This design comes from an exercise in tuning for small area on the open sky130 flow, not from production work.
In this exercise RTL edits were held to simulation tests only and were not proved equivalent to the original.
Power figures rest on the tool's default switching activity, not on a simulated workload.

## flow/flow/run.sh

```bash
#!/bin/bash
# Standard layout, with clock tree synthesis told not to add dummy loads and
# the port buffers made with the smallest buffer.
set -euo pipefail
export CTS_ARGS="-sink_clustering_enable -repair_clock_nets -buf_list sky130_fd_sc_hd__clkbuf_4 -sink_clustering_size 10 -sink_clustering_max_diameter 40 -dont_use_dummy_load"
export BUFFER_PORTS_ARGS="-buffer_cell sky130_fd_sc_hd__buf_1"
bash standard.sh > standard_flow.log 2>&1
```

## flow/standard.sh

```bash
#!/bin/bash
# synth_recipe.tcl (not shown) runs the flow's synth.tcl, then flattens the netlist and writes it again
# the make line also repeats each setting of config.mk as NAME=value (left out here)
make -C /OpenROAD-flow-scripts/flow DESIGN_CONFIG=/design/flow/config.mk WORK_HOME=/design/flow/orfs CLKGATE_MAP_FILE= SYNTH_SCRIPT=/design/flow/synth_recipe.tcl "${@:-finish}"
```

## flow/config.mk

```make
export PLATFORM = sky130hd
export DESIGN_NAME = spi_slave_gpio_regmap
export DESIGN_NICKNAME = spi_slave_gpio_regmap
export VERILOG_FILES = /design/flow/design.v
export SDC_FILE = /design/flow/constraint.sdc
export NUM_CORES = 4
export LEC_CHECK = 0
export CAP_MARGIN = 20
export CORE_MARGIN = 2
export CORE_UTILIZATION = 65
export PLACE_DENSITY = 0.75
export SLEW_MARGIN = 20
export SYNTH_HIERARCHICAL = 1
```

## flow/constraint.sdc

```tcl
create_clock -name core_clock -period 10.0 [get_ports {clk}]
set_input_delay 2.0000 -clock core_clock [delete_from_list [all_inputs] [get_ports {clk}]]
set_output_delay 2.0000 -clock core_clock [all_outputs]
set_load 0.01 [all_outputs]
```

## flow/design.v

```verilog
module spi_slave_gpio_regmap (
  input  logic       clk,
  input  logic       rst_n,
  input  logic       cs,        
  input  logic       sclk,
  input  logic       mosi,
  output logic       miso,
  input  logic [7:0] gpio_in,
  output logic [7:0] gpio_out
);
  localparam logic [7:0] ID_VALUE = 8'hA5;
  logic sclk_d1, sclk_d2;
  logic cs_d1,   cs_d2;
  logic mosi_d1, mosi_d2;
  always_ff @(posedge clk or negedge rst_n) begin
    if (!rst_n) begin
      cs_d1 <= 1; cs_d2 <= 1;
    end else begin
      cs_d1 <= cs;
      cs_d2 <= cs_d1;
    end
  end
  always_ff @(posedge clk) begin
    sclk_d1 <= sclk;
    sclk_d2 <= sclk_d1;
    mosi_d1 <= mosi;
    mosi_d2 <= mosi_d1;
  end
  wire sclk_rise =  sclk_d1 & ~sclk_d2;
  wire sclk_fall = ~sclk_d1 &  sclk_d2;
  wire cs_active = ~cs_d2;
  logic [2:0] bit_cnt;
  logic [1:0] byte_cnt;
  logic [7:0] shift_in;
  logic       rw;
  logic [7:0] addr;
  logic [7:0] gpio_reg;
  logic [7:0] wbuf;
  logic       wpend;
  logic [4:0] phase;
  logic       sweep;
  logic [7:0] rbuf;       
  logic [3:0] nout;       
  wire rise_act  = cs_active & sclk_rise;
  wire fall_act  = cs_active & sclk_fall;
  wire byte_done = rise_act & (bit_cnt == 3'd7);
  wire [7:0] full_byte = {shift_in[6:0], mosi_d2};
  wire ld_addr = byte_done & (byte_cnt == 2'd1);
  wire rd_load = ld_addr & ~rw;
  wire wr_evt  = byte_done & (byte_cnt == 2'd2) & rw;
  wire [7:0] addr_nx = ld_addr ? full_byte : addr;
  wire [7:0] wbuf_nx = wr_evt  ? full_byte : wbuf;
  wire       wact  = wr_evt | wpend;
  wire       wslot = (addr[4:0] == phase);
  logic [255:0] ring [0:7];
  logic [7:0]   ins;
  genvar gr;
  generate
    for (gr = 0; gr < 8; gr++) begin : g_ring
      logic [7:0] slot_in;
      assign ins[gr] = sweep | (wact & wslot & (addr[7:5] == gr));
      for (genvar j = 0; j < 8; j++) begin : g_bit
        sgr_ao22 u_in (.a({ins[gr], ~ins[gr]}), .b({wbuf_nx[j], ring[gr][j]}), .y(slot_in[j]));
      end
      always_ff @(posedge clk)
        ring[gr] <= {slot_in, ring[gr][255:8]};
    end
  endgenerate
  wire [4:0] rpos = addr_nx[4:0] - phase;    
  wire [2:0] rsel = addr_nx[7:5];
  function automatic logic is_tap(input int j, input int p);
    case (j)
      7: is_tap = (p % 2) == 0;
      6: is_tap = (p % 4) == 0;
      5: is_tap = (p == 0) || (p == 6) || (p == 12) || (p == 18) || (p == 24) || (p == 28);
      4: is_tap = (p % 8) == 0;
      3: is_tap = (p % 8) == 0;
      2: is_tap = (p == 0) || (p == 10) || (p == 20);
      1: is_tap = (p == 0) || (p == 10) || (p == 20);
      default: is_tap = (p % 16) == 0;
    endcase
  endfunction
  logic [7:0]  r_oh, r_oh_n;
  logic [15:0] p_oh;
  logic [7:0]  aligned;
  logic [7:0]  tapv;
  always_comb begin
    for (int r = 0; r < 8; r++) begin
      r_oh[r]   = (rsel == r);
      r_oh_n[r] = ~r_oh[r];
    end
    for (int k = 0; k < 16; k++) p_oh[k] = (rpos == 2*k);
    for (int j = 0; j < 8; j++) begin
      aligned[j] = 1'b0;
      for (int k = 0; k < 16; k++)
        if (is_tap(j, 2*k)) aligned[j] = aligned[j] | p_oh[k];
    end
  end
  wire tl1;
  sgr_aoi32 utl1 (.a({p_oh[0], p_oh[1], p_oh[2]}), .b({ring[0][7], ring[0][23], ring[0][39]}), .y(tl1));
  wire tl2;
  sgr_aoi32 utl2 (.a({p_oh[3], p_oh[4], p_oh[5]}), .b({ring[0][55], ring[0][71], ring[0][87]}), .y(tl2));
  wire tl3;
  sgr_aoi32 utl3 (.a({p_oh[6], p_oh[7], p_oh[8]}), .b({ring[0][103], ring[0][119], ring[0][135]}), .y(tl3));
  wire tl4;
  sgr_aoi32 utl4 (.a({p_oh[9], p_oh[10], p_oh[11]}), .b({ring[0][151], ring[0][167], ring[0][183]}), .y(tl4));
  wire tl5;
  sgr_aoi32 utl5 (.a({p_oh[12], p_oh[13], p_oh[14]}), .b({ring[0][199], ring[0][215], ring[0][231]}), .y(tl5));
  wire tl6;
  sgr_nand2 utl6 (.a({p_oh[15], ring[0][247]}), .y(tl6));
  wire tg7;
  sgr_nand3 utg7 (.a({tl1, tl2, tl3}), .y(tg7));
  wire tg8;
  sgr_nand3 utg8 (.a({tl4, tl5, tl6}), .y(tg8));
  wire tl9;
  sgr_aoi32 utl9 (.a({p_oh[0], p_oh[1], p_oh[2]}), .b({ring[1][7], ring[1][23], ring[1][39]}), .y(tl9));
  wire tl10;
  sgr_aoi32 utl10 (.a({p_oh[3], p_oh[4], p_oh[5]}), .b({ring[1][55], ring[1][71], ring[1][87]}), .y(tl10));
  wire tl11;
  sgr_aoi32 utl11 (.a({p_oh[6], p_oh[7], p_oh[8]}), .b({ring[1][103], ring[1][119], ring[1][135]}), .y(tl11));
  wire tl12;
  sgr_aoi32 utl12 (.a({p_oh[9], p_oh[10], p_oh[11]}), .b({ring[1][151], ring[1][167], ring[1][183]}), .y(tl12));
  wire tl13;
  sgr_aoi32 utl13 (.a({p_oh[12], p_oh[13], p_oh[14]}), .b({ring[1][199], ring[1][215], ring[1][231]}), .y(tl13));
  wire tl14;
  sgr_nand2 utl14 (.a({p_oh[15], ring[1][247]}), .y(tl14));
  wire tg15;
  sgr_nand3 utg15 (.a({tl9, tl10, tl11}), .y(tg15));
  wire tg16;
  sgr_nand3 utg16 (.a({tl12, tl13, tl14}), .y(tg16));
  wire tl17;
  sgr_aoi32 utl17 (.a({p_oh[0], p_oh[1], p_oh[2]}), .b({ring[2][7], ring[2][23], ring[2][39]}), .y(tl17));
  wire tl18;
  sgr_aoi32 utl18 (.a({p_oh[3], p_oh[4], p_oh[5]}), .b({ring[2][55], ring[2][71], ring[2][87]}), .y(tl18));
  wire tl19;
  sgr_aoi32 utl19 (.a({p_oh[6], p_oh[7], p_oh[8]}), .b({ring[2][103], ring[2][119], ring[2][135]}), .y(tl19));
  wire tl20;
  sgr_aoi32 utl20 (.a({p_oh[9], p_oh[10], p_oh[11]}), .b({ring[2][151], ring[2][167], ring[2][183]}), .y(tl20));
  wire tl21;
  sgr_aoi32 utl21 (.a({p_oh[12], p_oh[13], p_oh[14]}), .b({ring[2][199], ring[2][215], ring[2][231]}), .y(tl21));
  wire tl22;
  sgr_nand2 utl22 (.a({p_oh[15], ring[2][247]}), .y(tl22));
  wire tg23;
  sgr_nand3 utg23 (.a({tl17, tl18, tl19}), .y(tg23));
  wire tg24;
  sgr_nand3 utg24 (.a({tl20, tl21, tl22}), .y(tg24));
  wire tl25;
  sgr_aoi32 utl25 (.a({p_oh[0], p_oh[1], p_oh[2]}), .b({ring[3][7], ring[3][23], ring[3][39]}), .y(tl25));
  wire tl26;
  sgr_aoi32 utl26 (.a({p_oh[3], p_oh[4], p_oh[5]}), .b({ring[3][55], ring[3][71], ring[3][87]}), .y(tl26));
  wire tl27;
  sgr_aoi32 utl27 (.a({p_oh[6], p_oh[7], p_oh[8]}), .b({ring[3][103], ring[3][119], ring[3][135]}), .y(tl27));
  wire tl28;
  sgr_aoi32 utl28 (.a({p_oh[9], p_oh[10], p_oh[11]}), .b({ring[3][151], ring[3][167], ring[3][183]}), .y(tl28));
  wire tl29;
  sgr_aoi32 utl29 (.a({p_oh[12], p_oh[13], p_oh[14]}), .b({ring[3][199], ring[3][215], ring[3][231]}), .y(tl29));
  wire tl30;
  sgr_nand2 utl30 (.a({p_oh[15], ring[3][247]}), .y(tl30));
  wire tg31;
  sgr_nand3 utg31 (.a({tl25, tl26, tl27}), .y(tg31));
  wire tg32;
  sgr_nand3 utg32 (.a({tl28, tl29, tl30}), .y(tg32));
  wire tl33;
  sgr_aoi32 utl33 (.a({p_oh[0], p_oh[1], p_oh[2]}), .b({ring[4][7], ring[4][23], ring[4][39]}), .y(tl33));
  wire tl34;
  sgr_aoi32 utl34 (.a({p_oh[3], p_oh[4], p_oh[5]}), .b({ring[4][55], ring[4][71], ring[4][87]}), .y(tl34));
  wire tl35;
  sgr_aoi32 utl35 (.a({p_oh[6], p_oh[7], p_oh[8]}), .b({ring[4][103], ring[4][119], ring[4][135]}), .y(tl35));
  wire tl36;
  sgr_aoi32 utl36 (.a({p_oh[9], p_oh[10], p_oh[11]}), .b({ring[4][151], ring[4][167], ring[4][183]}), .y(tl36));
  wire tl37;
  sgr_aoi32 utl37 (.a({p_oh[12], p_oh[13], p_oh[14]}), .b({ring[4][199], ring[4][215], ring[4][231]}), .y(tl37));
  wire tl38;
  sgr_nand2 utl38 (.a({p_oh[15], ring[4][247]}), .y(tl38));
  wire tg39;
  sgr_nand3 utg39 (.a({tl33, tl34, tl35}), .y(tg39));
  wire tg40;
  sgr_nand3 utg40 (.a({tl36, tl37, tl38}), .y(tg40));
  wire tl41;
  sgr_aoi32 utl41 (.a({p_oh[0], p_oh[1], p_oh[2]}), .b({ring[5][7], ring[5][23], ring[5][39]}), .y(tl41));
  wire tl42;
  sgr_aoi32 utl42 (.a({p_oh[3], p_oh[4], p_oh[5]}), .b({ring[5][55], ring[5][71], ring[5][87]}), .y(tl42));
  wire tl43;
  sgr_aoi32 utl43 (.a({p_oh[6], p_oh[7], p_oh[8]}), .b({ring[5][103], ring[5][119], ring[5][135]}), .y(tl43));
  wire tl44;
  sgr_aoi32 utl44 (.a({p_oh[9], p_oh[10], p_oh[11]}), .b({ring[5][151], ring[5][167], ring[5][183]}), .y(tl44));
  wire tl45;
  sgr_aoi32 utl45 (.a({p_oh[12], p_oh[13], p_oh[14]}), .b({ring[5][199], ring[5][215], ring[5][231]}), .y(tl45));
  wire tl46;
  sgr_nand2 utl46 (.a({p_oh[15], ring[5][247]}), .y(tl46));
  wire tg47;
  sgr_nand3 utg47 (.a({tl41, tl42, tl43}), .y(tg47));
  wire tg48;
  sgr_nand3 utg48 (.a({tl44, tl45, tl46}), .y(tg48));
  wire tl49;
  sgr_aoi32 utl49 (.a({p_oh[0], p_oh[1], p_oh[2]}), .b({ring[6][7], ring[6][23], ring[6][39]}), .y(tl49));
  wire tl50;
  sgr_aoi32 utl50 (.a({p_oh[3], p_oh[4], p_oh[5]}), .b({ring[6][55], ring[6][71], ring[6][87]}), .y(tl50));
  wire tl51;
  sgr_aoi32 utl51 (.a({p_oh[6], p_oh[7], p_oh[8]}), .b({ring[6][103], ring[6][119], ring[6][135]}), .y(tl51));
  wire tl52;
  sgr_aoi32 utl52 (.a({p_oh[9], p_oh[10], p_oh[11]}), .b({ring[6][151], ring[6][167], ring[6][183]}), .y(tl52));
  wire tl53;
  sgr_aoi32 utl53 (.a({p_oh[12], p_oh[13], p_oh[14]}), .b({ring[6][199], ring[6][215], ring[6][231]}), .y(tl53));
  wire tl54;
  sgr_nand2 utl54 (.a({p_oh[15], ring[6][247]}), .y(tl54));
  wire tg55;
  sgr_nand3 utg55 (.a({tl49, tl50, tl51}), .y(tg55));
  wire tg56;
  sgr_nand3 utg56 (.a({tl52, tl53, tl54}), .y(tg56));
  wire tl57;
  sgr_aoi32 utl57 (.a({p_oh[0], p_oh[1], p_oh[2]}), .b({ring[7][7], ring[7][23], ring[7][39]}), .y(tl57));
  wire tl58;
  sgr_aoi32 utl58 (.a({p_oh[3], p_oh[4], p_oh[5]}), .b({ring[7][55], ring[7][71], ring[7][87]}), .y(tl58));
  wire tl59;
  sgr_aoi32 utl59 (.a({p_oh[6], p_oh[7], p_oh[8]}), .b({ring[7][103], ring[7][119], ring[7][135]}), .y(tl59));
  wire tl60;
  sgr_aoi32 utl60 (.a({p_oh[9], p_oh[10], p_oh[11]}), .b({ring[7][151], ring[7][167], ring[7][183]}), .y(tl60));
  wire tl61;
  sgr_aoi32 utl61 (.a({p_oh[12], p_oh[13], p_oh[14]}), .b({ring[7][199], ring[7][215], ring[7][231]}), .y(tl61));
  wire tl62;
  sgr_nand2 utl62 (.a({p_oh[15], ring[7][247]}), .y(tl62));
  wire tg63;
  sgr_nand3 utg63 (.a({tl57, tl58, tl59}), .y(tg63));
  wire tg64;
  sgr_nand3 utg64 (.a({tl60, tl61, tl62}), .y(tg64));
  wire tl65;
  sgr_aoi32 utl65 (.a({r_oh[0], r_oh[0], r_oh[1]}), .b({tg7, tg8, tg15}), .y(tl65));
  wire tl66;
  sgr_aoi32 utl66 (.a({r_oh[1], r_oh[2], r_oh[2]}), .b({tg16, tg23, tg24}), .y(tl66));
  wire tl67;
  sgr_aoi32 utl67 (.a({r_oh[3], r_oh[3], r_oh[4]}), .b({tg31, tg32, tg39}), .y(tl67));
  wire tl68;
  sgr_aoi32 utl68 (.a({r_oh[4], r_oh[5], r_oh[5]}), .b({tg40, tg47, tg48}), .y(tl68));
  wire tl69;
  sgr_aoi32 utl69 (.a({r_oh[6], r_oh[6], r_oh[7]}), .b({tg55, tg56, tg63}), .y(tl69));
  wire tl70;
  sgr_nand2 utl70 (.a({r_oh[7], tg64}), .y(tl70));
  wire tg71;
  sgr_nand3 utg71 (.a({tl65, tl66, tl67}), .y(tg71));
  wire tg72;
  sgr_nand3 utg72 (.a({tl68, tl69, tl70}), .y(tg72));
  wire tg73;
  sgr_nor2 utg73 (.a({tg71, tg72}), .y(tg73));
  wire tg74;
  sgr_inv utg74 (.a(tg73), .y(tg74));
  assign tapv[7] = tg74;
  wire tl75;
  sgr_aoi32 utl75 (.a({p_oh[0], p_oh[2], p_oh[4]}), .b({ring[0][6], ring[0][38], ring[0][70]}), .y(tl75));
  wire tl76;
  sgr_aoi32 utl76 (.a({p_oh[6], p_oh[8], p_oh[10]}), .b({ring[0][102], ring[0][134], ring[0][166]}), .y(tl76));
  wire tl77;
  sgr_nand2 utl77 (.a({p_oh[12], ring[0][198]}), .y(tl77));
  wire tl78;
  sgr_nand2 utl78 (.a({p_oh[14], ring[0][230]}), .y(tl78));
  wire tg79;
  sgr_nand4 utg79 (.a({tl75, tl76, tl77, tl78}), .y(tg79));
  wire tl80;
  sgr_aoi32 utl80 (.a({p_oh[0], p_oh[2], p_oh[4]}), .b({ring[1][6], ring[1][38], ring[1][70]}), .y(tl80));
  wire tl81;
  sgr_aoi32 utl81 (.a({p_oh[6], p_oh[8], p_oh[10]}), .b({ring[1][102], ring[1][134], ring[1][166]}), .y(tl81));
  wire tl82;
  sgr_nand2 utl82 (.a({p_oh[12], ring[1][198]}), .y(tl82));
  wire tl83;
  sgr_nand2 utl83 (.a({p_oh[14], ring[1][230]}), .y(tl83));
  wire tg84;
  sgr_nand4 utg84 (.a({tl80, tl81, tl82, tl83}), .y(tg84));
  wire tl85;
  sgr_aoi32 utl85 (.a({p_oh[0], p_oh[2], p_oh[4]}), .b({ring[2][6], ring[2][38], ring[2][70]}), .y(tl85));
  wire tl86;
  sgr_aoi32 utl86 (.a({p_oh[6], p_oh[8], p_oh[10]}), .b({ring[2][102], ring[2][134], ring[2][166]}), .y(tl86));
  wire tl87;
  sgr_nand2 utl87 (.a({p_oh[12], ring[2][198]}), .y(tl87));
  wire tl88;
  sgr_nand2 utl88 (.a({p_oh[14], ring[2][230]}), .y(tl88));
  wire tg89;
  sgr_nand4 utg89 (.a({tl85, tl86, tl87, tl88}), .y(tg89));
  wire tl90;
  sgr_aoi32 utl90 (.a({p_oh[0], p_oh[2], p_oh[4]}), .b({ring[3][6], ring[3][38], ring[3][70]}), .y(tl90));
  wire tl91;
  sgr_aoi32 utl91 (.a({p_oh[6], p_oh[8], p_oh[10]}), .b({ring[3][102], ring[3][134], ring[3][166]}), .y(tl91));
  wire tl92;
  sgr_nand2 utl92 (.a({p_oh[12], ring[3][198]}), .y(tl92));
  wire tl93;
  sgr_nand2 utl93 (.a({p_oh[14], ring[3][230]}), .y(tl93));
  wire tg94;
  sgr_nand4 utg94 (.a({tl90, tl91, tl92, tl93}), .y(tg94));
  wire tl95;
  sgr_aoi32 utl95 (.a({p_oh[0], p_oh[2], p_oh[4]}), .b({ring[4][6], ring[4][38], ring[4][70]}), .y(tl95));
  wire tl96;
  sgr_aoi32 utl96 (.a({p_oh[6], p_oh[8], p_oh[10]}), .b({ring[4][102], ring[4][134], ring[4][166]}), .y(tl96));
  wire tl97;
  sgr_nand2 utl97 (.a({p_oh[12], ring[4][198]}), .y(tl97));
  wire tl98;
  sgr_nand2 utl98 (.a({p_oh[14], ring[4][230]}), .y(tl98));
  wire tg99;
  sgr_nand4 utg99 (.a({tl95, tl96, tl97, tl98}), .y(tg99));
  wire tl100;
  sgr_aoi32 utl100 (.a({p_oh[0], p_oh[2], p_oh[4]}), .b({ring[5][6], ring[5][38], ring[5][70]}), .y(tl100));
  wire tl101;
  sgr_aoi32 utl101 (.a({p_oh[6], p_oh[8], p_oh[10]}), .b({ring[5][102], ring[5][134], ring[5][166]}), .y(tl101));
  wire tl102;
  sgr_nand2 utl102 (.a({p_oh[12], ring[5][198]}), .y(tl102));
  wire tl103;
  sgr_nand2 utl103 (.a({p_oh[14], ring[5][230]}), .y(tl103));
  wire tg104;
  sgr_nand4 utg104 (.a({tl100, tl101, tl102, tl103}), .y(tg104));
  wire tl105;
  sgr_aoi32 utl105 (.a({p_oh[0], p_oh[2], p_oh[4]}), .b({ring[6][6], ring[6][38], ring[6][70]}), .y(tl105));
  wire tl106;
  sgr_aoi32 utl106 (.a({p_oh[6], p_oh[8], p_oh[10]}), .b({ring[6][102], ring[6][134], ring[6][166]}), .y(tl106));
  wire tl107;
  sgr_nand2 utl107 (.a({p_oh[12], ring[6][198]}), .y(tl107));
  wire tl108;
  sgr_nand2 utl108 (.a({p_oh[14], ring[6][230]}), .y(tl108));
  wire tg109;
  sgr_nand4 utg109 (.a({tl105, tl106, tl107, tl108}), .y(tg109));
  wire tl110;
  sgr_aoi32 utl110 (.a({p_oh[0], p_oh[2], p_oh[4]}), .b({ring[7][6], ring[7][38], ring[7][70]}), .y(tl110));
  wire tl111;
  sgr_aoi32 utl111 (.a({p_oh[6], p_oh[8], p_oh[10]}), .b({ring[7][102], ring[7][134], ring[7][166]}), .y(tl111));
  wire tl112;
  sgr_nand2 utl112 (.a({p_oh[12], ring[7][198]}), .y(tl112));
  wire tl113;
  sgr_nand2 utl113 (.a({p_oh[14], ring[7][230]}), .y(tl113));
  wire tg114;
  sgr_nand4 utg114 (.a({tl110, tl111, tl112, tl113}), .y(tg114));
  wire tl115;
  sgr_aoi32 utl115 (.a({r_oh[0], r_oh[1], r_oh[2]}), .b({tg79, tg84, tg89}), .y(tl115));
  wire tl116;
  sgr_aoi32 utl116 (.a({r_oh[3], r_oh[4], r_oh[5]}), .b({tg94, tg99, tg104}), .y(tl116));
  wire tl117;
  sgr_nand2 utl117 (.a({r_oh[6], tg109}), .y(tl117));
  wire tl118;
  sgr_nand2 utl118 (.a({r_oh[7], tg114}), .y(tl118));
  wire tg119;
  sgr_nand4 utg119 (.a({tl115, tl116, tl117, tl118}), .y(tg119));
  assign tapv[6] = tg119;
  wire tl120;
  sgr_aoi32 utl120 (.a({p_oh[0], p_oh[3], p_oh[6]}), .b({ring[0][5], ring[0][53], ring[0][101]}), .y(tl120));
  wire tl121;
  sgr_aoi32 utl121 (.a({p_oh[9], p_oh[12], p_oh[14]}), .b({ring[0][149], ring[0][197], ring[0][229]}), .y(tl121));
  wire tg122;
  sgr_nand2 utg122 (.a({tl120, tl121}), .y(tg122));
  wire tl123;
  sgr_aoi32 utl123 (.a({p_oh[0], p_oh[3], p_oh[6]}), .b({ring[1][5], ring[1][53], ring[1][101]}), .y(tl123));
  wire tl124;
  sgr_aoi32 utl124 (.a({p_oh[9], p_oh[12], p_oh[14]}), .b({ring[1][149], ring[1][197], ring[1][229]}), .y(tl124));
  wire tg125;
  sgr_nand2 utg125 (.a({tl123, tl124}), .y(tg125));
  wire tl126;
  sgr_aoi32 utl126 (.a({p_oh[0], p_oh[3], p_oh[6]}), .b({ring[2][5], ring[2][53], ring[2][101]}), .y(tl126));
  wire tl127;
  sgr_aoi32 utl127 (.a({p_oh[9], p_oh[12], p_oh[14]}), .b({ring[2][149], ring[2][197], ring[2][229]}), .y(tl127));
  wire tg128;
  sgr_nand2 utg128 (.a({tl126, tl127}), .y(tg128));
  wire tl129;
  sgr_aoi32 utl129 (.a({p_oh[0], p_oh[3], p_oh[6]}), .b({ring[3][5], ring[3][53], ring[3][101]}), .y(tl129));
  wire tl130;
  sgr_aoi32 utl130 (.a({p_oh[9], p_oh[12], p_oh[14]}), .b({ring[3][149], ring[3][197], ring[3][229]}), .y(tl130));
  wire tg131;
  sgr_nand2 utg131 (.a({tl129, tl130}), .y(tg131));
  wire tl132;
  sgr_aoi32 utl132 (.a({p_oh[0], p_oh[3], p_oh[6]}), .b({ring[4][5], ring[4][53], ring[4][101]}), .y(tl132));
  wire tl133;
  sgr_aoi32 utl133 (.a({p_oh[9], p_oh[12], p_oh[14]}), .b({ring[4][149], ring[4][197], ring[4][229]}), .y(tl133));
  wire tg134;
  sgr_nand2 utg134 (.a({tl132, tl133}), .y(tg134));
  wire tl135;
  sgr_aoi32 utl135 (.a({p_oh[0], p_oh[3], p_oh[6]}), .b({ring[5][5], ring[5][53], ring[5][101]}), .y(tl135));
  wire tl136;
  sgr_aoi32 utl136 (.a({p_oh[9], p_oh[12], p_oh[14]}), .b({ring[5][149], ring[5][197], ring[5][229]}), .y(tl136));
  wire tg137;
  sgr_nand2 utg137 (.a({tl135, tl136}), .y(tg137));
  wire tl138;
  sgr_aoi32 utl138 (.a({p_oh[0], p_oh[3], p_oh[6]}), .b({ring[6][5], ring[6][53], ring[6][101]}), .y(tl138));
  wire tl139;
  sgr_aoi32 utl139 (.a({p_oh[9], p_oh[12], p_oh[14]}), .b({ring[6][149], ring[6][197], ring[6][229]}), .y(tl139));
  wire tg140;
  sgr_nand2 utg140 (.a({tl138, tl139}), .y(tg140));
  wire tl141;
  sgr_aoi32 utl141 (.a({p_oh[0], p_oh[3], p_oh[6]}), .b({ring[7][5], ring[7][53], ring[7][101]}), .y(tl141));
  wire tl142;
  sgr_aoi32 utl142 (.a({p_oh[9], p_oh[12], p_oh[14]}), .b({ring[7][149], ring[7][197], ring[7][229]}), .y(tl142));
  wire tg143;
  sgr_nand2 utg143 (.a({tl141, tl142}), .y(tg143));
  wire tl144;
  sgr_aoi32 utl144 (.a({r_oh[0], r_oh[1], r_oh[2]}), .b({tg122, tg125, tg128}), .y(tl144));
  wire tl145;
  sgr_aoi32 utl145 (.a({r_oh[3], r_oh[4], r_oh[5]}), .b({tg131, tg134, tg137}), .y(tl145));
  wire tl146;
  sgr_nand2 utl146 (.a({r_oh[6], tg140}), .y(tl146));
  wire tl147;
  sgr_nand2 utl147 (.a({r_oh[7], tg143}), .y(tl147));
  wire tg148;
  sgr_nand4 utg148 (.a({tl144, tl145, tl146, tl147}), .y(tg148));
  assign tapv[5] = tg148;
  wire tl149;
  sgr_aoi32 utl149 (.a({p_oh[0], p_oh[4], p_oh[8]}), .b({ring[0][4], ring[0][68], ring[0][132]}), .y(tl149));
  wire tl150;
  sgr_nand2 utl150 (.a({p_oh[12], ring[0][196]}), .y(tl150));
  wire tg151;
  sgr_nand2 utg151 (.a({tl149, tl150}), .y(tg151));
  wire tl152;
  sgr_aoi32 utl152 (.a({p_oh[0], p_oh[4], p_oh[8]}), .b({ring[1][4], ring[1][68], ring[1][132]}), .y(tl152));
  wire tl153;
  sgr_nand2 utl153 (.a({p_oh[12], ring[1][196]}), .y(tl153));
  wire tg154;
  sgr_nand2 utg154 (.a({tl152, tl153}), .y(tg154));
  wire tl155;
  sgr_aoi32 utl155 (.a({p_oh[0], p_oh[4], p_oh[8]}), .b({ring[2][4], ring[2][68], ring[2][132]}), .y(tl155));
  wire tl156;
  sgr_nand2 utl156 (.a({p_oh[12], ring[2][196]}), .y(tl156));
  wire tg157;
  sgr_nand2 utg157 (.a({tl155, tl156}), .y(tg157));
  wire tl158;
  sgr_aoi32 utl158 (.a({p_oh[0], p_oh[4], p_oh[8]}), .b({ring[3][4], ring[3][68], ring[3][132]}), .y(tl158));
  wire tl159;
  sgr_nand2 utl159 (.a({p_oh[12], ring[3][196]}), .y(tl159));
  wire tg160;
  sgr_nand2 utg160 (.a({tl158, tl159}), .y(tg160));
  wire tl161;
  sgr_aoi32 utl161 (.a({p_oh[0], p_oh[4], p_oh[8]}), .b({ring[4][4], ring[4][68], ring[4][132]}), .y(tl161));
  wire tl162;
  sgr_nand2 utl162 (.a({p_oh[12], ring[4][196]}), .y(tl162));
  wire tg163;
  sgr_nand2 utg163 (.a({tl161, tl162}), .y(tg163));
  wire tl164;
  sgr_aoi32 utl164 (.a({p_oh[0], p_oh[4], p_oh[8]}), .b({ring[5][4], ring[5][68], ring[5][132]}), .y(tl164));
  wire tl165;
  sgr_nand2 utl165 (.a({p_oh[12], ring[5][196]}), .y(tl165));
  wire tg166;
  sgr_nand2 utg166 (.a({tl164, tl165}), .y(tg166));
  wire tl167;
  sgr_aoi32 utl167 (.a({p_oh[0], p_oh[4], p_oh[8]}), .b({ring[6][4], ring[6][68], ring[6][132]}), .y(tl167));
  wire tl168;
  sgr_nand2 utl168 (.a({p_oh[12], ring[6][196]}), .y(tl168));
  wire tg169;
  sgr_nand2 utg169 (.a({tl167, tl168}), .y(tg169));
  wire tl170;
  sgr_aoi32 utl170 (.a({p_oh[0], p_oh[4], p_oh[8]}), .b({ring[7][4], ring[7][68], ring[7][132]}), .y(tl170));
  wire tl171;
  sgr_nand2 utl171 (.a({p_oh[12], ring[7][196]}), .y(tl171));
  wire tg172;
  sgr_nand2 utg172 (.a({tl170, tl171}), .y(tg172));
  wire tl173;
  sgr_aoi32 utl173 (.a({r_oh[0], r_oh[1], r_oh[2]}), .b({tg151, tg154, tg157}), .y(tl173));
  wire tl174;
  sgr_aoi32 utl174 (.a({r_oh[3], r_oh[4], r_oh[5]}), .b({tg160, tg163, tg166}), .y(tl174));
  wire tl175;
  sgr_nand2 utl175 (.a({r_oh[6], tg169}), .y(tl175));
  wire tl176;
  sgr_nand2 utl176 (.a({r_oh[7], tg172}), .y(tl176));
  wire tg177;
  sgr_nand4 utg177 (.a({tl173, tl174, tl175, tl176}), .y(tg177));
  assign tapv[4] = tg177;
  wire tl178;
  sgr_aoi32 utl178 (.a({p_oh[0], p_oh[4], p_oh[8]}), .b({ring[0][3], ring[0][67], ring[0][131]}), .y(tl178));
  wire tl179;
  sgr_nand2 utl179 (.a({p_oh[12], ring[0][195]}), .y(tl179));
  wire tg180;
  sgr_nand2 utg180 (.a({tl178, tl179}), .y(tg180));
  wire tl181;
  sgr_aoi32 utl181 (.a({p_oh[0], p_oh[4], p_oh[8]}), .b({ring[1][3], ring[1][67], ring[1][131]}), .y(tl181));
  wire tl182;
  sgr_nand2 utl182 (.a({p_oh[12], ring[1][195]}), .y(tl182));
  wire tg183;
  sgr_nand2 utg183 (.a({tl181, tl182}), .y(tg183));
  wire tl184;
  sgr_aoi32 utl184 (.a({p_oh[0], p_oh[4], p_oh[8]}), .b({ring[2][3], ring[2][67], ring[2][131]}), .y(tl184));
  wire tl185;
  sgr_nand2 utl185 (.a({p_oh[12], ring[2][195]}), .y(tl185));
  wire tg186;
  sgr_nand2 utg186 (.a({tl184, tl185}), .y(tg186));
  wire tl187;
  sgr_aoi32 utl187 (.a({p_oh[0], p_oh[4], p_oh[8]}), .b({ring[3][3], ring[3][67], ring[3][131]}), .y(tl187));
  wire tl188;
  sgr_nand2 utl188 (.a({p_oh[12], ring[3][195]}), .y(tl188));
  wire tg189;
  sgr_nand2 utg189 (.a({tl187, tl188}), .y(tg189));
  wire tl190;
  sgr_aoi32 utl190 (.a({p_oh[0], p_oh[4], p_oh[8]}), .b({ring[4][3], ring[4][67], ring[4][131]}), .y(tl190));
  wire tl191;
  sgr_nand2 utl191 (.a({p_oh[12], ring[4][195]}), .y(tl191));
  wire tg192;
  sgr_nand2 utg192 (.a({tl190, tl191}), .y(tg192));
  wire tl193;
  sgr_aoi32 utl193 (.a({p_oh[0], p_oh[4], p_oh[8]}), .b({ring[5][3], ring[5][67], ring[5][131]}), .y(tl193));
  wire tl194;
  sgr_nand2 utl194 (.a({p_oh[12], ring[5][195]}), .y(tl194));
  wire tg195;
  sgr_nand2 utg195 (.a({tl193, tl194}), .y(tg195));
  wire tl196;
  sgr_aoi32 utl196 (.a({p_oh[0], p_oh[4], p_oh[8]}), .b({ring[6][3], ring[6][67], ring[6][131]}), .y(tl196));
  wire tl197;
  sgr_nand2 utl197 (.a({p_oh[12], ring[6][195]}), .y(tl197));
  wire tg198;
  sgr_nand2 utg198 (.a({tl196, tl197}), .y(tg198));
  wire tl199;
  sgr_aoi32 utl199 (.a({p_oh[0], p_oh[4], p_oh[8]}), .b({ring[7][3], ring[7][67], ring[7][131]}), .y(tl199));
  wire tl200;
  sgr_nand2 utl200 (.a({p_oh[12], ring[7][195]}), .y(tl200));
  wire tg201;
  sgr_nand2 utg201 (.a({tl199, tl200}), .y(tg201));
  wire tl202;
  sgr_aoi32 utl202 (.a({r_oh[0], r_oh[1], r_oh[2]}), .b({tg180, tg183, tg186}), .y(tl202));
  wire tl203;
  sgr_aoi32 utl203 (.a({r_oh[3], r_oh[4], r_oh[5]}), .b({tg189, tg192, tg195}), .y(tl203));
  wire tl204;
  sgr_nand2 utl204 (.a({r_oh[6], tg198}), .y(tl204));
  wire tl205;
  sgr_nand2 utl205 (.a({r_oh[7], tg201}), .y(tl205));
  wire tg206;
  sgr_nand4 utg206 (.a({tl202, tl203, tl204, tl205}), .y(tg206));
  assign tapv[3] = tg206;
  wire tl207;
  sgr_aoi32 utl207 (.a({p_oh[0], p_oh[5], p_oh[10]}), .b({ring[0][2], ring[0][82], ring[0][162]}), .y(tl207));
  wire tg208;
  sgr_nor2 utg208 (.a({r_oh_n[0], tl207}), .y(tg208));
  wire tl209;
  sgr_aoi32 utl209 (.a({p_oh[0], p_oh[5], p_oh[10]}), .b({ring[1][2], ring[1][82], ring[1][162]}), .y(tl209));
  wire tg210;
  sgr_nor2 utg210 (.a({r_oh_n[1], tl209}), .y(tg210));
  wire tl211;
  sgr_aoi32 utl211 (.a({p_oh[0], p_oh[5], p_oh[10]}), .b({ring[2][2], ring[2][82], ring[2][162]}), .y(tl211));
  wire tg212;
  sgr_nor2 utg212 (.a({r_oh_n[2], tl211}), .y(tg212));
  wire tl213;
  sgr_aoi32 utl213 (.a({p_oh[0], p_oh[5], p_oh[10]}), .b({ring[3][2], ring[3][82], ring[3][162]}), .y(tl213));
  wire tg214;
  sgr_nor2 utg214 (.a({r_oh_n[3], tl213}), .y(tg214));
  wire tl215;
  sgr_aoi32 utl215 (.a({p_oh[0], p_oh[5], p_oh[10]}), .b({ring[4][2], ring[4][82], ring[4][162]}), .y(tl215));
  wire tg216;
  sgr_nor2 utg216 (.a({r_oh_n[4], tl215}), .y(tg216));
  wire tl217;
  sgr_aoi32 utl217 (.a({p_oh[0], p_oh[5], p_oh[10]}), .b({ring[5][2], ring[5][82], ring[5][162]}), .y(tl217));
  wire tg218;
  sgr_nor2 utg218 (.a({r_oh_n[5], tl217}), .y(tg218));
  wire tl219;
  sgr_aoi32 utl219 (.a({p_oh[0], p_oh[5], p_oh[10]}), .b({ring[6][2], ring[6][82], ring[6][162]}), .y(tl219));
  wire tg220;
  sgr_nor2 utg220 (.a({r_oh_n[6], tl219}), .y(tg220));
  wire tl221;
  sgr_aoi32 utl221 (.a({p_oh[0], p_oh[5], p_oh[10]}), .b({ring[7][2], ring[7][82], ring[7][162]}), .y(tl221));
  wire tg222;
  sgr_nor2 utg222 (.a({r_oh_n[7], tl221}), .y(tg222));
  wire tg223;
  sgr_nor4 utg223 (.a({tg208, tg210, tg212, tg214}), .y(tg223));
  wire tg224;
  sgr_nor4 utg224 (.a({tg216, tg218, tg220, tg222}), .y(tg224));
  wire tg225;
  sgr_nand2 utg225 (.a({tg223, tg224}), .y(tg225));
  assign tapv[2] = tg225;
  wire tl226;
  sgr_aoi32 utl226 (.a({p_oh[0], p_oh[5], p_oh[10]}), .b({ring[0][1], ring[0][81], ring[0][161]}), .y(tl226));
  wire tg227;
  sgr_nor2 utg227 (.a({r_oh_n[0], tl226}), .y(tg227));
  wire tl228;
  sgr_aoi32 utl228 (.a({p_oh[0], p_oh[5], p_oh[10]}), .b({ring[1][1], ring[1][81], ring[1][161]}), .y(tl228));
  wire tg229;
  sgr_nor2 utg229 (.a({r_oh_n[1], tl228}), .y(tg229));
  wire tl230;
  sgr_aoi32 utl230 (.a({p_oh[0], p_oh[5], p_oh[10]}), .b({ring[2][1], ring[2][81], ring[2][161]}), .y(tl230));
  wire tg231;
  sgr_nor2 utg231 (.a({r_oh_n[2], tl230}), .y(tg231));
  wire tl232;
  sgr_aoi32 utl232 (.a({p_oh[0], p_oh[5], p_oh[10]}), .b({ring[3][1], ring[3][81], ring[3][161]}), .y(tl232));
  wire tg233;
  sgr_nor2 utg233 (.a({r_oh_n[3], tl232}), .y(tg233));
  wire tl234;
  sgr_aoi32 utl234 (.a({p_oh[0], p_oh[5], p_oh[10]}), .b({ring[4][1], ring[4][81], ring[4][161]}), .y(tl234));
  wire tg235;
  sgr_nor2 utg235 (.a({r_oh_n[4], tl234}), .y(tg235));
  wire tl236;
  sgr_aoi32 utl236 (.a({p_oh[0], p_oh[5], p_oh[10]}), .b({ring[5][1], ring[5][81], ring[5][161]}), .y(tl236));
  wire tg237;
  sgr_nor2 utg237 (.a({r_oh_n[5], tl236}), .y(tg237));
  wire tl238;
  sgr_aoi32 utl238 (.a({p_oh[0], p_oh[5], p_oh[10]}), .b({ring[6][1], ring[6][81], ring[6][161]}), .y(tl238));
  wire tg239;
  sgr_nor2 utg239 (.a({r_oh_n[6], tl238}), .y(tg239));
  wire tl240;
  sgr_aoi32 utl240 (.a({p_oh[0], p_oh[5], p_oh[10]}), .b({ring[7][1], ring[7][81], ring[7][161]}), .y(tl240));
  wire tg241;
  sgr_nor2 utg241 (.a({r_oh_n[7], tl240}), .y(tg241));
  wire tg242;
  sgr_nor4 utg242 (.a({tg227, tg229, tg231, tg233}), .y(tg242));
  wire tg243;
  sgr_nor4 utg243 (.a({tg235, tg237, tg239, tg241}), .y(tg243));
  wire tg244;
  sgr_nand2 utg244 (.a({tg242, tg243}), .y(tg244));
  assign tapv[1] = tg244;
  wire tl245;
  sgr_nand2 utl245 (.a({p_oh[0], ring[0][0]}), .y(tl245));
  wire tl246;
  sgr_nand2 utl246 (.a({p_oh[8], ring[0][128]}), .y(tl246));
  wire tg247;
  sgr_nand2 utg247 (.a({tl245, tl246}), .y(tg247));
  wire tl248;
  sgr_nand2 utl248 (.a({p_oh[0], ring[1][0]}), .y(tl248));
  wire tl249;
  sgr_nand2 utl249 (.a({p_oh[8], ring[1][128]}), .y(tl249));
  wire tg250;
  sgr_nand2 utg250 (.a({tl248, tl249}), .y(tg250));
  wire tl251;
  sgr_nand2 utl251 (.a({p_oh[0], ring[2][0]}), .y(tl251));
  wire tl252;
  sgr_nand2 utl252 (.a({p_oh[8], ring[2][128]}), .y(tl252));
  wire tg253;
  sgr_nand2 utg253 (.a({tl251, tl252}), .y(tg253));
  wire tl254;
  sgr_nand2 utl254 (.a({p_oh[0], ring[3][0]}), .y(tl254));
  wire tl255;
  sgr_nand2 utl255 (.a({p_oh[8], ring[3][128]}), .y(tl255));
  wire tg256;
  sgr_nand2 utg256 (.a({tl254, tl255}), .y(tg256));
  wire tl257;
  sgr_nand2 utl257 (.a({p_oh[0], ring[4][0]}), .y(tl257));
  wire tl258;
  sgr_nand2 utl258 (.a({p_oh[8], ring[4][128]}), .y(tl258));
  wire tg259;
  sgr_nand2 utg259 (.a({tl257, tl258}), .y(tg259));
  wire tl260;
  sgr_nand2 utl260 (.a({p_oh[0], ring[5][0]}), .y(tl260));
  wire tl261;
  sgr_nand2 utl261 (.a({p_oh[8], ring[5][128]}), .y(tl261));
  wire tg262;
  sgr_nand2 utg262 (.a({tl260, tl261}), .y(tg262));
  wire tl263;
  sgr_nand2 utl263 (.a({p_oh[0], ring[6][0]}), .y(tl263));
  wire tl264;
  sgr_nand2 utl264 (.a({p_oh[8], ring[6][128]}), .y(tl264));
  wire tg265;
  sgr_nand2 utg265 (.a({tl263, tl264}), .y(tg265));
  wire tl266;
  sgr_nand2 utl266 (.a({p_oh[0], ring[7][0]}), .y(tl266));
  wire tl267;
  sgr_nand2 utl267 (.a({p_oh[8], ring[7][128]}), .y(tl267));
  wire tg268;
  sgr_nand2 utg268 (.a({tl266, tl267}), .y(tg268));
  wire tl269;
  sgr_aoi32 utl269 (.a({r_oh[0], r_oh[1], r_oh[2]}), .b({tg247, tg250, tg253}), .y(tl269));
  wire tl270;
  sgr_aoi32 utl270 (.a({r_oh[3], r_oh[4], r_oh[5]}), .b({tg256, tg259, tg262}), .y(tl270));
  wire tl271;
  sgr_nand2 utl271 (.a({r_oh[6], tg265}), .y(tl271));
  wire tl272;
  sgr_nand2 utl272 (.a({r_oh[7], tg268}), .y(tl272));
  wire tg273;
  sgr_nand4 utg273 (.a({tl269, tl270, tl271, tl272}), .y(tg273));
  assign tapv[0] = tg273;
  wire       special = (addr_nx[7:1] == 7'd0);
  wire [7:0] spec_val = addr_nx[0] ? gpio_in : ID_VALUE;
  wire [7:0] cap = aligned & {8{~special}};
  logic [7:0] rbuf_nx;
  always_comb
    for (int j = 0; j < 8; j++)
      rbuf_nx[j] = cap[j] ? tapv[j] : (rd_load ? spec_val[j] : rbuf[j]);
  always_ff @(posedge clk or negedge rst_n) begin
    if (!rst_n) begin
      gpio_reg <= 0;
      wbuf     <= 0;
      wpend    <= 0;
      phase    <= 0;
      sweep    <= 1;
      nout     <= 4'd8;
      miso     <= 0;
    end else begin
      phase <= phase + 5'd1;
      if (phase == 5'd31) sweep <= 1'b0;
      wbuf  <= wbuf_nx;
      wpend <= wact & ~wslot;
      if (wr_evt && addr == 8'h02)
        gpio_reg <= full_byte;
      if (rd_load)
        nout <= 4'd0;
      if (fall_act) begin
        if (nout[3]) begin
          miso <= 1'b0;
        end else begin
          miso <= rbuf_nx[~nout[2:0]];
          nout <= nout + 4'd1;
        end
      end
    end
  end
  always_ff @(posedge clk) begin
    addr <= addr_nx;
    rbuf <= rbuf_nx;
    if (!cs_active) begin
      bit_cnt  <= 0;
      byte_cnt <= 0;
    end
    if (rise_act) begin
      shift_in <= full_byte;
      if (bit_cnt == 3'd7) begin
        if (byte_cnt == 2'd0) rw <= full_byte[0];
        byte_cnt <= byte_cnt + 1;
        bit_cnt  <= 0;
      end else begin
        bit_cnt <= bit_cnt + 1;
      end
    end
  end
  assign gpio_out = gpio_reg;
endmodule
module sgr_inv (input logic a, output logic y);
  assign y = ~a;
endmodule
module sgr_nand2 (input logic [1:0] a, output logic y);
  assign y = ~&a;
endmodule
module sgr_nand3 (input logic [2:0] a, output logic y);
  assign y = ~&a;
endmodule
module sgr_nand4 (input logic [3:0] a, output logic y);
  assign y = ~&a;
endmodule
module sgr_nor2 (input logic [1:0] a, output logic y);
  assign y = ~|a;
endmodule
module sgr_nor3 (input logic [2:0] a, output logic y);
  assign y = ~|a;
endmodule
module sgr_nor4 (input logic [3:0] a, output logic y);
  assign y = ~|a;
endmodule
module sgr_aoi22 (input logic [1:0] a, input logic [1:0] b, output logic y);
  assign y = ~|(a & b);
endmodule
module sgr_aoi32 (input logic [2:0] a, input logic [2:0] b, output logic y);
  assign y = ~|(a & b);
endmodule
module sgr_ao22 (input logic [1:0] a, input logic [1:0] b, output logic y);
  assign y = |(a & b);
endmodule
```

==> results.yml, run 1 <==
die:
  start_util_pct: 65.5
  ioPinCount: 22
  die-width_um: 272
  core_area_mm2: 0.0712
  rows: 98
  die_y_um: 272
  die_area_mm2: 0.0740
detailed_routing:
  first_pass_iters: 6
  via_per_inst: 5.16
  ant_nets: 0
  wl_per_cell_um: 20.0
  vias: 20300
  drtIter0Drc: 1922
  wirelength_mm: 78.4
  route.detailed.drc: 0
power:
  p_comb_share_pct: 0.4
  switching_share_pct: 19.7
  p_sw_mw: 2.33
  powerDensity_mw_per_mm2: 238
  clockPowerShare_pct: 28.3
  leakagePower_nw: 19.9
  seq_power_share_pct: 71.3
  irDropWorstVdd_v: 0.000151
  internal-power_mw: 9.51
synth:
  avgSynthCellArea_um2: 17.2
  synth-edff-count: 11
  syn_area_mm2: 0.0467
  ys_dominant_reg_cell: "dfxtp_1"
  yosys_warnings: 8
  ys_types: 59
  synth_seq_cells: 2111
  synth_cells: 2709
  ys_seq_area_share_pct: 91.1
  synthArstFlopShare_pct: 1.42
  synth_fp_nets: 2735
sta:
  final.period_utilization_pct: 64.3
  skew_ns: 0.115
  finalMaxSlewViolations: 0
  fmax_mhz: 155
  max-slew-margin-rel_pct: 28.3
  worst_pin_slew_ns: 1.07
  fin_crit_ns: 6.43
  rsz0062_at_grt: "false"
  hold_violations: 0
  setup_tns_ns: 0
  setup_viol: 0
  holdWs_ns: 0.239
grt:
  grt_pass1_wl_mm: 120
  antenna_found_initial: 3
  grt_pass1_vias: 20800
  grt_usage_pct: 21.7
  grt_max_degree: 49
  grt-ovfl-total: 0
status:
  status: "no timing/DRC/antenna violations"
cts:
  h-tree-depth: 4
  clk_pin_slew_ns: 0.10
  root_buffer: "clkbuf_4"
  postCtsSetupBuffers: 0
  cts_inserted_buffers: 233
  clock_latency_ns: 1.08
  clock_sinks: 2111
  cts_tree: "yes"
  clk_path_buf_depth: 3
  cts_resized: 0
  cts_hold_buf: 0
worst_hold_path:
  worstHoldPathCells: 0
  worstHoldPathType: "register to register"
cells_and_area:
  layout-drive-gt1-share_pct: 10.1
  fillers: 4518
  regMostFlops: "ring"
  utilization_pct: 69.9
  register_area_mm2: 0.0425
  synthToLayoutAreaGrowth_pct: 6.69
  layout.nets: 2995
  multi_input_area_mm2: 0.00400
  largest_reg_flops: 2048
critical_path:
  r2r_cells: 23
  crit_fanout: 48
  crit_type: "register to register"
  critPathLaunchType: "register"
  endpoint_kind: "register"
  worstPathRequired_ns: 10.92
  crit_arrival_ns: 7.35
place:
  portBuffers: 21
  place.gp.congestion: 0.897
  dp_hpwl_mm: 48.4
run:
  maxCapViolCount: 0
## layout make-up
class	count	area share [%]
inverters	36	0.271
well taps	950	2.39
clock buffers	233	3.51
repair buffers	34	0.357
diodes	6	0.0302
multi-input cells	553	8.03
flip-flops and latches	2111	85.4
## synth_stat cells (all sizes together), types with 2 or more instances
cell | instances | area share, %
a31oi | 2 | 0.027
buf | 3 | 0.051
edfxtp | 11 | 0.71
a21o | 7 | 0.11
clkbuf | 6 | 0.048
ha | 12 | 0.32
dfstp | 4 | 0.23
nor4 | 6 | 0.13
a21oi | 8 | 0.086
a31o | 2 | 0.038
nand2b | 5 | 0.067
nor3 | 6 | 0.064
or3 | 3 | 0.040
nand3b | 3 | 0.048
a211oi | 3 | 0.048
nor2b | 4 | 0.054
xnor2 | 8 | 0.15
nand4 | 14 | 0.19
inv | 36 | 0.29
a222oi | 119 | 2.6
a22o | 64 | 1.2
nand3 | 36 | 0.39
mux2i | 3 | 0.072
nor2 | 55 | 0.46
mux2 | 25 | 0.60
o31ai | 2 | 0.032
nand2 | 128 | 1.0
dfxtp | 2070 | 89
and2 | 3 | 0.040
xor2 | 7 | 0.13
o21ai | 3 | 0.032
dfrtp | 26 | 1.4
and3 | 4 | 0.054
## per-layer routing
metal  up-vias  track usage (%)  wire, um
li1       9560                -         -
met1      9790             31.0     35900
met2       755             32.0     34300
met3       153             5.47      5950
met4         0             9.07      2190
met5         -                0         0
## power groups by stage
stage               Sequential [mW]  Combinational (mW)  Clock [mW]
global placement               8.64              0.0446           0
finish                         8.44              0.0496        3.35
CTS                            8.44              0.0493        3.46
floorplan                      8.63              0.0350           0
global route                   8.45              0.0552        3.80
detailed placement             8.64              0.0488           0
## worst max-delay path: stages, from the launching register on
cell and delay [ns]:
edfxtp_1 0.37, ha_1 0.16, ha_1 0.23, nand3b_1 0.22, nor2_4 0.41, mux2_2 0.28, inv_1 0.06, ha_1 0.20
fa_1 0.44, nand2b_1 0.17, a21oi_1 0.15, xor2_1 0.33, xnor2_1 0.18, nand2_1 0.22, nor2_4 0.15, buf_4 0.40
a222oi_1 0.39, nand2_1 0.10, a222oi_1 0.63, nand4_1 0.33, mux2_2 0.36, o211a_1 0.23, a21boi_1 0.15, o211ai_1 0.12
## Yosys stat by module (local to each module, per instance)
module	area (um^2)	copies in the design
sgr_nand2	3.75	101
sgr_inv	3.75	1
sgr_ao22	8.76	64
spi_slave_gpio_regmap	44200	1
sgr_nor2	3.75	17
sgr_nand4	6.26	13
sgr_nor4	12.5	4
sgr_nand3	5.00	18
sgr_aoi32	10.0	119
## stage by stage
step | power, mW | std cells | setup WS, ns | area [um^2]
after floorplan | 8.66 | 2709 | 3.54 | 46700
after global routing | 12.3 | 3923 | 3.10 | 49800
after detailed placement | 8.69 | 3684 | 3.66 | 48000
after global placement | 8.68 | 3684 | 3.87 | 48000
after CTS | 12.0 | 3917 | 3.65 | 49800
final | 11.8 | 3923 | 3.57 | 49800
## kinds of logic (layout without fill, tap and decap cells)
group	Yosys count	after routing	share of synthesized area (%)
flops	2111	2111	91.1
simple gates	274	274	2.70
compound gates	222	222	4.42
buf+inv	45	303	0.389
mux	28	28	0.676
xor+xnor	16	16	0.330
fa+ha+maj	13	13	0.365
other cells	0	6	0
## cell usage in the layout, fill, tap and decap left out, types with 12 or more instances in the layout
cell type,count
dfxtp_1,2070
clkbuf_4,233
nand2_1,128
a222oi_1,119
a22o_1,64
nor2_1,44
inv_1,36
nand3_1,36
dfrtp_1,26
mux2_2,25
buf_1,20
nand4_1,14
buf_4,13
ha_1,12
## path summary, 6_finish.rpt
check                                   from           end  slack (ns)
worst max-delay path              bit_cnt[0]          miso        3.57
worst min-delay path            ring[3][115]  ring[3][107]        0.24
worst max register to register    bit_cnt[0]          miso        3.57
worst min register to register  ring[3][115]  ring[3][107]        0.24
max in group asynchronous              rst_n       wbuf[6]        8.34
min in group asynchronous              rst_n   gpio_reg[5]        1.02
==> run 2: changes to the inputs <==
--- a/flow/design.v
+++ b/flow/design.v
@@ -35,11 +35,11 @@
   logic       rw;
   logic [7:0] addr;
   logic [7:0] gpio_reg;
-  logic [7:0] wbuf;
   logic       wpend;
   logic [4:0] phase;
   logic       sweep;
-  logic [7:0] rbuf;       
+  logic [7:0] dbuf;
+  logic [7:0] dbuf_nx;
   logic [3:0] nout;       
   wire rise_act  = cs_active & sclk_rise;
   wire fall_act  = cs_active & sclk_fall;
@@ -49,7 +49,6 @@
   wire rd_load = ld_addr & ~rw;
   wire wr_evt  = byte_done & (byte_cnt == 2'd2) & rw;
   wire [7:0] addr_nx = ld_addr ? full_byte : addr;
-  wire [7:0] wbuf_nx = wr_evt  ? full_byte : wbuf;
   wire       wact  = wr_evt | wpend;
   wire       wslot = (addr[4:0] == phase);
   logic [255:0] ring [0:7];
@@ -60,7 +59,7 @@
       logic [7:0] slot_in;
       assign ins[gr] = sweep | (wact & wslot & (addr[7:5] == gr));
       for (genvar j = 0; j < 8; j++) begin : g_bit
-        sgr_ao22 u_in (.a({ins[gr], ~ins[gr]}), .b({wbuf_nx[j], ring[gr][j]}), .y(slot_in[j]));
+        sgr_ao22 u_in (.a({ins[gr], ~ins[gr]}), .b({dbuf_nx[j], ring[gr][j]}), .y(slot_in[j]));
       end
       always_ff @(posedge clk)
         ring[gr] <= {slot_in, ring[gr][255:8]};
@@ -652,15 +651,16 @@
   assign tapv[0] = tg273;
   wire       special = (addr_nx[7:1] == 7'd0);
   wire [7:0] spec_val = addr_nx[0] ? gpio_in : ID_VALUE;
-  wire [7:0] cap = aligned & {8{~special}};
-  logic [7:0] rbuf_nx;
+  wire       reading = rd_load | ~nout[3];
+  wire [7:0] cap = aligned & {8{~special & reading}};
   always_comb
     for (int j = 0; j < 8; j++)
-      rbuf_nx[j] = cap[j] ? tapv[j] : (rd_load ? spec_val[j] : rbuf[j]);
+      dbuf_nx[j] = wr_evt ? full_byte[j] :
+                   cap[j] ? tapv[j] : (rd_load ? spec_val[j] : dbuf[j]);
   always_ff @(posedge clk or negedge rst_n) begin
     if (!rst_n) begin
       gpio_reg <= 0;
-      wbuf     <= 0;
+      dbuf     <= 0;
       wpend    <= 0;
       phase    <= 0;
       sweep    <= 1;
@@ -669,7 +669,7 @@
     end else begin
       phase <= phase + 5'd1;
       if (phase == 5'd31) sweep <= 1'b0;
-      wbuf  <= wbuf_nx;
+      dbuf  <= dbuf_nx;
       wpend <= wact & ~wslot;
       if (wr_evt && addr == 8'h02)
         gpio_reg <= full_byte;
@@ -679,7 +679,7 @@
         if (nout[3]) begin
           miso <= 1'b0;
         end else begin
-          miso <= rbuf_nx[~nout[2:0]];
+          miso <= dbuf_nx[~nout[2:0]];
           nout <= nout + 4'd1;
         end
       end
@@ -687,7 +687,6 @@
   end
   always_ff @(posedge clk) begin
     addr <= addr_nx;
-    rbuf <= rbuf_nx;
     if (!cs_active) begin
       bit_cnt  <= 0;
       byte_cnt <= 0;
==> flow/flow/run.sh (replaced) <==
#!/bin/bash
# Standard layout, with clock tree synthesis told not to add dummy loads and
# the port buffers made with the smallest buffer.
set -euo pipefail
export CTS_ARGS="-sink_clustering_enable -repair_clock_nets -buf_list sky130_fd_sc_hd__clkbuf_8 -sink_clustering_size 20 -sink_clustering_max_diameter 60 -dont_use_dummy_load"
export BUFFER_PORTS_ARGS="-buffer_cell sky130_fd_sc_hd__buf_1"
bash standard.sh > standard_flow.log 2>&1
==> results.yml, run 2 <==
grt:
  grt_pass1_vias: 20000
  grt_pass1_wl_mm: 118
  antenna_found_initial: 5
  grt_usage_pct: 21.2
  grt-ovfl-total: 0
  grt_max_degree: 33
sta:
  finalMaxSlewViolations: 0
  rsz0062_at_grt: "false"
  hold_violations: 0
  fin_crit_ns: 7.11
  skew_ns: 0.0991
  fmax_mhz: 141
  max-slew-margin-rel_pct: 21.5
  worst_pin_slew_ns: 1.17
  final.period_utilization_pct: 71.1
  setup_tns_ns: 0
  setup_viol: 0
  fin_ws_ns: 2.89
synth:
  synthTopCellsByArea: "dfxtp_1 89%, a222oi_1 2.6%, dfrtp_1 1.4%, a22o_1 1.2%, nand2_1 1.1%"
  yosysTopAreaCell: "dfxtp_1"
  yosysMostFrequentCell: "dfxtp_1"
  synth_cells: 2719
  synth-edff-count: 11
  synth_fp_nets: 2745
  avgSynthCellArea_um2: 17.1
  synth_seq_cells: 2103
  ys_seq_area_share_pct: 90.9
  yosys-top-cells-count: "2062 x dfxtp_1, 133 x nand2_1, 119 x a222oi_1"
  yosys_warnings: 8
  ys_types: 58
  synth_top_area_share_pct: 88.6
  syn_area_mm2: 0.0466
  synthArstFlopShare_pct: 1.43
  ys_dominant_reg_cell: "dfxtp_1"
critical_path:
  r2r-end: "ring[2][255]"
  crit_type: "register to register"
  critPathMaxStageDelay_ns: 0.84
  startpoint: "bit_cnt[0]"
  crit_arrival_ns: 7.78
  rrSetupSlack_ns: 2.89
  worstPathRequired_ns: 10.67
  r2r_cells: 23
  critPathTopFamily: "simple AND/OR/NAND/NOR gates"
  worst_path_most_repeated_cell: "ha_1"
  crit_slowest_cell: "o211ai_1"
  path_buf_inv: 2
  crit_path_cell_trace: "ha_1, ha_1, nand3b_2, nor2_2, mux2i_1, ha_1, fa_1, nand2b_1, a21oi_1, xor2_1, xnor2_1, nand2_1, nor2_2, buf_4, a222oi_1, nand3_1, a222oi_1, nand3_1, nor2_1, inv_1, nand2_1, o211ai_1, a22o_1"
  critPathLaunchType: "register"
  reg2reg_from: "bit_cnt[0]"
  crit_end: "ring[2][255]"
  endpoint_kind: "register"
  path_depth: 23
  crit_fanout: 17
detailed_routing:
  wirelength_mm: 77.6
  route.detailed.drc: 0
  drtIter0Drc: 1759
  first_pass_iters: 7
  vias: 19600
  ant_nets: 0
  via_per_inst: 5.15
  wl_per_cell_um: 20.4
run:
  maxCapViolCount: 0
cells_and_area:
  layout.nets: 2890
  fillers: 4445
  instances_no_fill: 3814
  register_area_mm2: 0.0424
  regMostFlops: "ring"
  layout-drive-gt1-share_pct: 6.11
  largest_reg_flops: 2048
  final_common_cell: "dfxtp_1"
  synthToLayoutAreaGrowth_pct: 6.43
  multi_input_area_mm2: 0.00412
  layout_common_cells: "2062 x dfxtp_1, 133 x nand2_1, 119 x a222oi_1"
die:
  rows: 98
  die-width_um: 272
  ioPinCount: 22
  die_area_mm2: 0.0738
  start_util_pct: 65.4
  die_y_um: 272
  core_area_mm2: 0.0712
cts:
  root_buffer: "clkbuf_8"
  cts_hold_buf: 0
  clock_sinks: 2103
  clock_latency_ns: 0.74
  h-tree-depth: 3
  clk_pin_slew_ns: 0.11
  cts_inserted_buffers: 116
  cts_resized: 0
  cts_tree: "yes"
  clk_path_buf_depth: 3
  postCtsSetupBuffers: 0
power:
  powerDensity_mw_per_mm2: 238
  irDropWorstVdd_v: 0.000186
  leakagePower_nw: 19.6
place:
  place.gp.congestion: 0.848
  dp_slack_ns: 3.01
  portBuffers: 21
  dpl.cell_count: 3696
  dp_hpwl_mm: 48.1
status:
  status: "no timing/DRC/antenna violations"
worst_hold_path:
  worstHoldPathType: "register to register"
## run 2: per-module statistics from Yosys (local to each module, per instance), a selection
module	copies in the design	cells inside	area, um^2	flip-flops and latches
sgr_nand2	101	1	3.75	0
spi_slave_gpio_regmap	1	2382	44200	2103
sgr_nand4	13	1	6.26	0
sgr_inv	1	1	3.75	0
sgr_nor4	4	1	12.5	0
sgr_nand3	18	1	5.00	0
## run 2: area by class of cell
class                      count  area share [%]
sequential                  2103            85.4
multi-input combinational    574            8.30
clock buffer                 116            3.22
tap                          950            2.40
timing repair buffer          36           0.389
inverter                      33           0.250
antenna                        2          0.0101
## run 2: cells by family after synthesis
kind of cell | after synthesis | synth area share, %
AO/OA/AOI/OAI | 237 | 4.63
XOR/XNOR | 17 | 0.349
adder cells (fa/ha/maj) | 13 | 0.365
buffers and inverters | 42 | 0.338
flip-flops | 2103 | 90.9
multiplexers | 24 | 0.580
AND/OR/NAND/NOR | 283 | 2.81
## run 2: worst min-delay path by stage
stage	start	to	slack, ns	cells past startpoint
floorplan	mosi_d1	mosi_d2	0.31	0
global placement	ring[7][92]	ring[7][84]	0.31	0
detailed placement	ring[5][239]	ring[5][231]	0.31	0
CTS	ring[2][152]	ring[2][144]	0.25	0
global route	ring[7][175]	ring[7][167]	0.26	0
finish	ring[2][152]	ring[2][144]	0.25	0
## run 2: layer usage
metal  vias up  share of wire (%)  global-route usage (%)
li1       9282                  -                       -
met1      9560                 48                    31.3
met2       622                 42                    31.1
met3       172                5.9                    3.80
met4         2                3.7                    8.91
met5         -              0.017                       0
## run 2: stage by stage
step	utilization [%]	total power [mW]	hold WS, ns	instance area [um^2]
floorplan	-	8.66	0.310	46600
global placement	67.3	8.71	0.310	48000
detailed placement	67.4	8.72	0.312	48000
CTS	69.6	11.9	0.247	49600
global route	69.6	12.2	0.255	49600
finish	69.6	11.8	0.245	49600
## run 2: power breakdown
| part | switching [mW] | internal (mW) |
|---|---|---|
| Combinational | 0.0716 | 0.0370 |
| Clock | 2.21 | 1.04 |
| Sequential | 0.0215 | 8.40 |
| Total | 2.30 | 9.48 |
==> run 3: changes to the inputs <==
==> flow/flow/run.sh (replaced) <==
#!/bin/bash
# Standard layout, with clock tree synthesis told not to add dummy loads and
# the port buffers made with the smallest buffer.
set -euo pipefail
export CTS_ARGS="-sink_clustering_enable -repair_clock_nets -buf_list sky130_fd_sc_hd__clkbuf_4 -sink_clustering_buffer sky130_fd_sc_hd__clkbuf_8 -sink_clustering_size 20 -sink_clustering_max_diameter 60 -dont_use_dummy_load"
export BUFFER_PORTS_ARGS="-buffer_cell sky130_fd_sc_hd__buf_1"
bash standard.sh > standard_flow.log 2>&1
==> results.yml, run 3 <==
power:
  irDropWorstVdd_v: 0.000186
  leakagePower_nw: 19.6
  powerDensity_mw_per_mm2: 237
sta:
  fin_crit_ns: 7.12
  hold_violations: 0
  worst_pin_slew_ns: 1.20
  final.period_utilization_pct: 71.2
  skew_ns: 0.146
  setup_viol: 0
  rsz0062_at_grt: "false"
  setup_tns_ns: 0
  fmax_mhz: 140
cells_and_area:
  layout-drive-gt1-share_pct: 6.11
  synthToLayoutAreaGrowth_pct: 6.31
  layout_common_cells: "2062 x dfxtp_1, 133 x nand2_1, 119 x a222oi_1"
  layout.nets: 2890
  instances_no_fill: 3814
  final_common_cell: "dfxtp_1"
grt:
  grt_usage_pct: 21.2
  antenna_found_initial: 5
  grt-ovfl-total: 0
  grt_pass1_vias: 20000
synth:
  synthTopCellsByArea: "dfxtp_1 89%, a222oi_1 2.6%, dfrtp_1 1.4%, a22o_1 1.2%, nand2_1 1.1%"
  yosys-top-cells-count: "2062 x dfxtp_1, 133 x nand2_1, 119 x a222oi_1"
  yosys_warnings: 8
  yosysMostFrequentCell: "dfxtp_1"
  synth-edff-count: 11
  synth_fp_nets: 2745
  avgSynthCellArea_um2: 17.1
  synthArstFlopShare_pct: 1.43
  synth_cells: 2719
  ys_dominant_reg_cell: "dfxtp_1"
run:
  maxCapViolCount: 0
place:
  portBuffers: 21
  place.gp.congestion: 0.848
  dp_hpwl_mm: 48.1
detailed_routing:
  vias: 19700
  drtIter0Drc: 1762
  route.detailed.drc: 0
  first_pass_iters: 9
  wl_per_cell_um: 20.4
  ant_nets: 0
  wirelength_mm: 77.7
  via_per_inst: 5.16
critical_path:
  worst_path_most_repeated_cell: "ha_1"
  crit_path_cell_trace: "ha_1, ha_1, nand3b_2, nor2_2, mux2i_1, ha_1, fa_1, nand2b_1, a21oi_1, xor2_1, xor2_1, nand2_1, nor2_4, buf_4, a222oi_1, nand2_1, a222oi_1, nand4_1, nand2b_1, mux2i_1, o41ai_1, a31oi_1, o21ai_0, a221o_1"
  critPathLaunchType: "register"
  path_depth: 24
  path_buf_inv: 1
  reg2reg_from: "bit_cnt[0]"
  critPathMaxStageDelay_ns: 0.82
  worstPathRequired_ns: 10.82
  crit_arrival_ns: 7.94
  endpoint_kind: "register"
  crit_slowest_cell: "a222oi_1"
  crit_type: "register to register"
  r2r_cells: 24
die:
  rows: 98
  core_area_mm2: 0.0712
  die-width_um: 272
  start_util_pct: 65.4
  ioPinCount: 22
cts:
  clock_sinks: 2103
  cts_inserted_buffers: 116
  clk_path_buf_depth: 3
  cts_resized: 0
  cts_tree: "yes"
  h-tree-depth: 3
status:
  status: "no timing/DRC/antenna violations"
worst_hold_path:
  worstHoldPathCells: 0
  worstHoldPathType: "register to register"
==> run 3: worst register-to-register path, cell delays in order (launching register included) <==
cell and delay, ns:
edfxtp_1 0.37, ha_1 0.15, ha_1 0.25, nand3b_2 0.24
nor2_2 0.72, mux2i_1 0.30, ha_1 0.30, fa_1 0.45
nand2b_1 0.17, a21oi_1 0.16, xor2_1 0.34, xor2_1 0.17
nand2_1 0.20, nor2_4 0.19, buf_4 0.31, a222oi_1 0.40
nand2_1 0.10, a222oi_1 0.82, nand4_1 0.29, nand2b_1 0.23
mux2i_1 0.21, o41ai_1 0.11, a31oi_1 0.15, o21ai_0 0.10
a221o_1 0.26
==> run 3: modules after synthesis (local to each module, per instance) <==
module	copies in the design	cells
sgr_aoi32	119	1
sgr_inv	1	1
sgr_nor4	4	1
sgr_nand4	13	1
sgr_ao22	64	1
sgr_nand2	101	1
sgr_nor2	17	1
spi_slave_gpio_regmap	1	2382
sgr_nand3	18	1
==> run 3: path summary, 6_finish.rpt <==
check,to,slack [ns]
max,miso,2.88
min,ring[2][144],0.21
max reg2reg,miso,2.88
min reg2reg,ring[2][144],0.21
max in group asynchronous,dbuf[2],8.31
min in group asynchronous,gpio_reg[3],1.13
==> run 3: cell families (layout without fill, tap and decap cells) <==
kind of cell | count (synthesis) | in the layout | share of synthesized area [%]
DFF | 2103 | 2103 | 90.9
and+or+nand+nor | 283 | 283 | 2.81
AOI/OAI and AO/OA | 237 | 237 | 4.63
buffers and inverters | 42 | 185 | 0.338
muxes | 24 | 24 | 0.580
xor gates and xnor gates | 17 | 17 | 0.349
adders and majority gates | 13 | 13 | 0.365
other | 0 | 2 | 0
==> run 3: metal layers <==
metal / global-route usage, % / up-vias / routed length, um
met2: 31.4 / 619 / 33200
met3: 3.93 / 159 / 4860
met1: 31.3 / 9612 / 37000
met4: 8.33 / 2 / 2560
met5: 0 / - / 13
li1: - / 9293 / -
==> run 3: power by group <==
group / total [mW] / switching, mW / internal (mW)
registers: 8.42 / 0.0218 / 8.40
logic: 0.109 / 0.0719 / 0.0370
clock network: 3.19 / 2.20 / 0.990
total: 11.7 / 2.29 / 9.43
==> run 3: metrics by stage <==
stage          utilization [%]  cell area, um^2  setup WS (ns)  hold slack (ns)  total power, mW
5_1_grt                   69.5            49500           2.30            0.219             12.1
4_1_cts                   69.5            49500           2.91            0.216             11.8
6_report                  69.5            49500           2.88            0.208             11.7
3_3_place_gp              67.3            48000           2.61            0.310             8.71
3_5_place_dp              67.4            48000           3.01            0.312             8.72
2_1_floorplan                -            46600           2.94            0.310             8.66
==> run 3: layout make-up <==
class,instances,area (um^2)
Inverter,33,124
Fill cell,4441,21700
Timing Repair Buffer,36,193
Clock buffer,116,1540
Antenna cell,2,5.00
Tap cell,950,1190
Sequential cell,2103,42400
Multi-Input combinational cell,574,4120

Setup slack of run 3, layout unchanged: 2.876 ns with ideal ports, 2.876 ns with driving cells assumed (clock clkbuf_16, inputs buf_2), 2.876 ns with port delays also shifted by the 0.992 ns mid clock arrival.
